From an optimization exercise on the open Yosys and OpenROAD flow, aimed at small area, a short achievable clock period and few clock cycles per item; shortcuts taken in it are not production practice.
The RTL was checked by simulation tests, not by an equivalence proof against the original design.

Setup of before:
==> module skinny_top, before the edit <==
module skinny_top (
    input               clock,
    input               reset,
    input               start,
    input [7:0]         input_plaintext,
    input [23:0]        input_tweakey,
    output              ready,
    output              done,
    output [127:0]      ciphertext
);
    reg [127:0] st;      
    reg [383:0] tk;      
    reg         loading;
    reg [3:0]   lcnt;
    reg         busy;
    reg [5:0]   rc;
    reg         done_r;
    reg         ready_r;
    reg         idle_n;      
    wire last = (rc == 6'h0A);    
    assign ready      = ready_r;
    assign done       = done_r;
    assign ciphertext = st;
    reg loading_n, busy_n;
    always @(*) begin
        loading_n = loading;
        busy_n    = busy;
        if (loading) begin
            if (lcnt == 4'd15) begin
                loading_n = 1'b0;
                busy_n    = 1'b1;
            end
        end else if (busy) begin
            if (last)
                busy_n = 1'b0;
        end else if (start) begin
            loading_n = 1'b1;
        end
    end
    always @(posedge clock or posedge reset) begin
        if (reset) begin
            loading <= 1'b0;
            lcnt    <= 4'd0;
            busy    <= 1'b0;
            rc      <= 6'd0;
            done_r  <= 1'b0;
            ready_r <= 1'b0;
            idle_n  <= 1'b1;
        end else begin
            done_r  <= busy & last;
            loading <= loading_n;
            busy    <= busy_n;
            idle_n  <= ~busy_n;
            ready_r <= ~loading_n & ~busy_n;
            lcnt    <= loading ? lcnt + 4'd1 : 4'd1;
            rc      <= busy ? {rc[4:0], rc[5] ^ rc[4] ^ 1'b1} : 6'h01;
        end
    end
    wire [127:0] st_rnd = round(st, tk, rc);
    wire [383:0] tk_rnd = {tk_sched1(tk[383:256]), tk_sched2(tk[255:128]), tk_sched3(tk[127:0])};
    always @(posedge clock) begin
        st <= ({128{busy}} & st_rnd) | ({128{idle_n}} & {st[119:0], input_plaintext});
        tk <= ({384{busy}} & tk_rnd) | ({384{idle_n}} & {tk[359:0], input_tweakey});
    end
    function [7:0] sbox;
        input [7:0] a;
        reg x0, x1, x2, x3, x4, x5, x6, x7;
        begin
            {x7, x6, x5, x4, x3, x2, x1, x0} = a;
            x0 = x0 ^ ~(x2 | x3);
            x4 = x4 ^ ~(x6 | x7);
            x5 = x5 ^ ~(x0 | x4);
            x6 = x6 ^ ~(x1 | x2);
            x7 = x7 ^ ~(x5 | x6);
            x1 = x1 ^ ~(x3 | x0);
            x2 = x2 ^ ~(x7 | x1);
            x3 = x3 ^ ~(x4 | x5);
            sbox = {x5, x4, x0, x3, x1, x6, x7, x2};
        end
    endfunction
    function [127:0] round;
        input [127:0] s;
        input [383:0] k;
        input [5:0]   c;
        reg [7:0] e [0:15];    
        reg [7:0] l [0:15];    
        reg [7:0] ne [0:15];
        reg [7:0] nl [0:15];
        reg x0, x1, x2, x3, x4, x5, x6, x7, y0, y1, y2;
        integer i;
        begin
            for (i = 0; i < 16; i = i + 1) begin
                {x7, x6, x5, x4, x3, x2, x1, x0} = s[127 - 8*i -: 8];
                x0 = x0 ^ ~(x2 | x3);
                x4 = x4 ^ ~(x6 | x7);
                x5 = x5 ^ ~(x0 | x4);
                x6 = x6 ^ ~(x1 | x2);
                y0 = ~(x5 | x6);           
                x1 = x1 ^ ~(x3 | x0);
                y1 = ~((x7 ^ y0) | x1);    
                y2 = ~(x4 | x5);           
                e[i] = {x5, x4, x0, x3, x1, x6, x7, x2};
                l[i] = {3'b0, y2, 2'b0, y0, y1};
            end
            e[0] = e[0] ^ {4'h0, c[3:0]};
            e[4] = e[4] ^ {6'h00, c[5:4]};
            e[8] = e[8] ^ 8'h02;
            for (i = 0; i < 8; i = i + 1)
                e[i] = e[i] ^ k[383 - 8*i -: 8] ^ k[255 - 8*i -: 8] ^ k[127 - 8*i -: 8];
            for (i = 0; i < 4; i = i + 1) begin
                ne[i]      = e[i];                   nl[i]      = l[i];
                ne[4 + i]  = e[4  + ((i + 3) % 4)];  nl[4 + i]  = l[4  + ((i + 3) % 4)];
                ne[8 + i]  = e[8  + ((i + 2) % 4)];  nl[8 + i]  = l[8  + ((i + 2) % 4)];
                ne[12 + i] = e[12 + ((i + 1) % 4)];  nl[12 + i] = l[12 + ((i + 1) % 4)];
            end
            for (i = 0; i < 4; i = i + 1) begin
                round[127 - 8*i -: 8]      = (nl[i] ^ nl[8+i]) ^ (nl[12+i] ^ (ne[i] ^ ne[8+i] ^ ne[12+i]));
                round[127 - 8*(4+i) -: 8]  = nl[i] ^ ne[i];
                round[127 - 8*(8+i) -: 8]  = (nl[4+i] ^ nl[8+i]) ^ (ne[4+i] ^ ne[8+i]);
                round[127 - 8*(12+i) -: 8] = (nl[i] ^ nl[8+i]) ^ (ne[i] ^ ne[8+i]);
            end
        end
    endfunction
    function [127:0] tk_perm;
        input [127:0] t;
        begin
            tk_perm = {t[55:48], t[7:0], t[63:56], t[23:16],
                       t[47:40], t[15:8], t[31:24], t[39:32],
                       t[127:64]};
        end
    endfunction
    function [127:0] tk_sched1;
        input [127:0] t;
        begin
            tk_sched1 = tk_perm(t);
        end
    endfunction
    function [127:0] tk_sched2;
        input [127:0] t;
        reg [127:0] p;
        integer i;
        begin
            p = tk_perm(t);
            for (i = 0; i < 8; i = i + 1)
                p[127 - 8*i -: 8] = {p[126 - 8*i -: 7], p[127 - 8*i] ^ p[125 - 8*i]};
            tk_sched2 = p;
        end
    endfunction
    function [127:0] tk_sched3;
        input [127:0] t;
        reg [127:0] p;
        integer i;
        begin
            p = tk_perm(t);
            for (i = 0; i < 8; i = i + 1)
                p[127 - 8*i -: 8] = {p[120 - 8*i] ^ p[126 - 8*i], p[127 - 8*i -: 7]};
            tk_sched3 = p;
        end
    endfunction
endmodule
export LEC_CHECK = 0
export CAP_MARGIN = 20
export CORE_MARGIN = 2
export CORE_UTILIZATION = 55
export CTS_CLUSTER_DIAMETER = 120
export CTS_CLUSTER_SIZE = 24
export SLEW_MARGIN = 20
create_clock -name core_clock -period 10.0 [get_ports {clock}]
standard.sh (not shown) runs the stock make flow with config.mk's settings and CLKGATE_MAP_FILE= SYNTH_SCRIPT=/design/flow/synth_recipe.tcl, a recipe that flattens the netlist after the stock synthesis.
==> flow/flow/run.sh <==
#!/bin/bash
# Standard ORFS layout (the standard.sh), with the resizer asked to aim for
# a setup slack margin of 7 ns, so it works the critical paths harder.
set -euo pipefail
bash standard.sh SETUP_SLACK_MARGIN=7 finish > standard_flow.log 2>&1
Testbench counts of before, summed over its fixed seeds: cycles 27,656, items 384.
What after does differently from before at the input level:
diff --git a/flow/design.v b/flow/design.v
--- a/flow/design.v
+++ b/flow/design.v
@@ -79,48 +79,34 @@
         end
     endfunction
     function [127:0] round;
         input [127:0] s;
         input [383:0] k;
         input [5:0]   c;
-        reg [7:0] e [0:15];    
-        reg [7:0] l [0:15];    
-        reg [7:0] ne [0:15];
-        reg [7:0] nl [0:15];
-        reg x0, x1, x2, x3, x4, x5, x6, x7, y0, y1, y2;
+        reg [7:0] b [0:15];
+        reg [7:0] n [0:15];
         integer i;
         begin
-            for (i = 0; i < 16; i = i + 1) begin
-                {x7, x6, x5, x4, x3, x2, x1, x0} = s[127 - 8*i -: 8];
-                x0 = x0 ^ ~(x2 | x3);
-                x4 = x4 ^ ~(x6 | x7);
-                x5 = x5 ^ ~(x0 | x4);
-                x6 = x6 ^ ~(x1 | x2);
-                y0 = ~(x5 | x6);           
-                x1 = x1 ^ ~(x3 | x0);
-                y1 = ~((x7 ^ y0) | x1);    
-                y2 = ~(x4 | x5);           
-                e[i] = {x5, x4, x0, x3, x1, x6, x7, x2};
-                l[i] = {3'b0, y2, 2'b0, y0, y1};
-            end
-            e[0] = e[0] ^ {4'h0, c[3:0]};
-            e[4] = e[4] ^ {6'h00, c[5:4]};
-            e[8] = e[8] ^ 8'h02;
+            for (i = 0; i < 16; i = i + 1)
+                b[i] = sbox(s[127 - 8*i -: 8]);
+            b[0] = b[0] ^ {4'h0, c[3:0]};
+            b[4] = b[4] ^ {6'h00, c[5:4]};
+            b[8] = b[8] ^ 8'h02;
             for (i = 0; i < 8; i = i + 1)
-                e[i] = e[i] ^ k[383 - 8*i -: 8] ^ k[255 - 8*i -: 8] ^ k[127 - 8*i -: 8];
+                b[i] = b[i] ^ k[383 - 8*i -: 8] ^ k[255 - 8*i -: 8] ^ k[127 - 8*i -: 8];
             for (i = 0; i < 4; i = i + 1) begin
-                ne[i]      = e[i];                   nl[i]      = l[i];
-                ne[4 + i]  = e[4  + ((i + 3) % 4)];  nl[4 + i]  = l[4  + ((i + 3) % 4)];
-                ne[8 + i]  = e[8  + ((i + 2) % 4)];  nl[8 + i]  = l[8  + ((i + 2) % 4)];
-                ne[12 + i] = e[12 + ((i + 1) % 4)];  nl[12 + i] = l[12 + ((i + 1) % 4)];
+                n[i]      = b[i];
+                n[4 + i]  = b[4  + ((i + 3) % 4)];
+                n[8 + i]  = b[8  + ((i + 2) % 4)];
+                n[12 + i] = b[12 + ((i + 1) % 4)];
             end
             for (i = 0; i < 4; i = i + 1) begin
-                round[127 - 8*i -: 8]      = (nl[i] ^ nl[8+i]) ^ (nl[12+i] ^ (ne[i] ^ ne[8+i] ^ ne[12+i]));
-                round[127 - 8*(4+i) -: 8]  = nl[i] ^ ne[i];
-                round[127 - 8*(8+i) -: 8]  = (nl[4+i] ^ nl[8+i]) ^ (ne[4+i] ^ ne[8+i]);
-                round[127 - 8*(12+i) -: 8] = (nl[i] ^ nl[8+i]) ^ (ne[i] ^ ne[8+i]);
+                round[127 - 8*i -: 8]      = n[i] ^ n[8+i] ^ n[12+i];
+                round[127 - 8*(4+i) -: 8]  = n[i];
+                round[127 - 8*(8+i) -: 8]  = n[4+i] ^ n[8+i];
+                round[127 - 8*(12+i) -: 8] = n[i] ^ n[8+i];
             end
         end
     endfunction
     function [127:0] tk_perm;
         input [127:0] t;
         begin
[summary]
- Final setup skew in after is 0.0059 ns above before.
- On share of the clock period used by the worst path, after tracks before almost exactly.
- Wire length of the first global-routing pass delta (before -> after): insignificant
- [compare] base=before new=after: area of combinational cells with multiple inputs held, synthesis-stage register bit count held.
Testbench counts of after, summed over its fixed seeds: cycles 27,656, items 384.

[port drivers added, routing unchanged]
How much do the figures lean on ideal ports? The routed layouts below were timed once more, with nothing changed but the port constraints.
Step 1 (the two cells are an assumption about what drives the block):
set clk [get_ports {clock}]
set_driving_cell -lib_cell sky130_fd_sc_hd__clkbuf_16 $clk
set_driving_cell -lib_cell sky130_fd_sc_hd__buf_2 [delete_from_list [all_inputs] $clk]
Step 2 moves the port delays by t, midway between the first and last clock arrival at a register: inputs arrive t later, outputs are due t later. That takes back most of the time a late clock gives input paths.
Slacks: ideal ports / drivers / drivers and shift; pairs: ideal ports / drivers.
run | t, ns | slack for setup (ns) | worst hold slack (ns) | worst register clock-pin slew, ns
before | 0.628 | 6.897 / 6.840 / 7.063 | 0.452 / 0.452 / 0.452 | 0.11 / 0.11
after | 0.621 | 6.906 / 6.856 / 6.906 | 0.470 / 0.470 / 0.470 | 0.11 / 0.11
After both steps setup and hold are still met in every run listed.
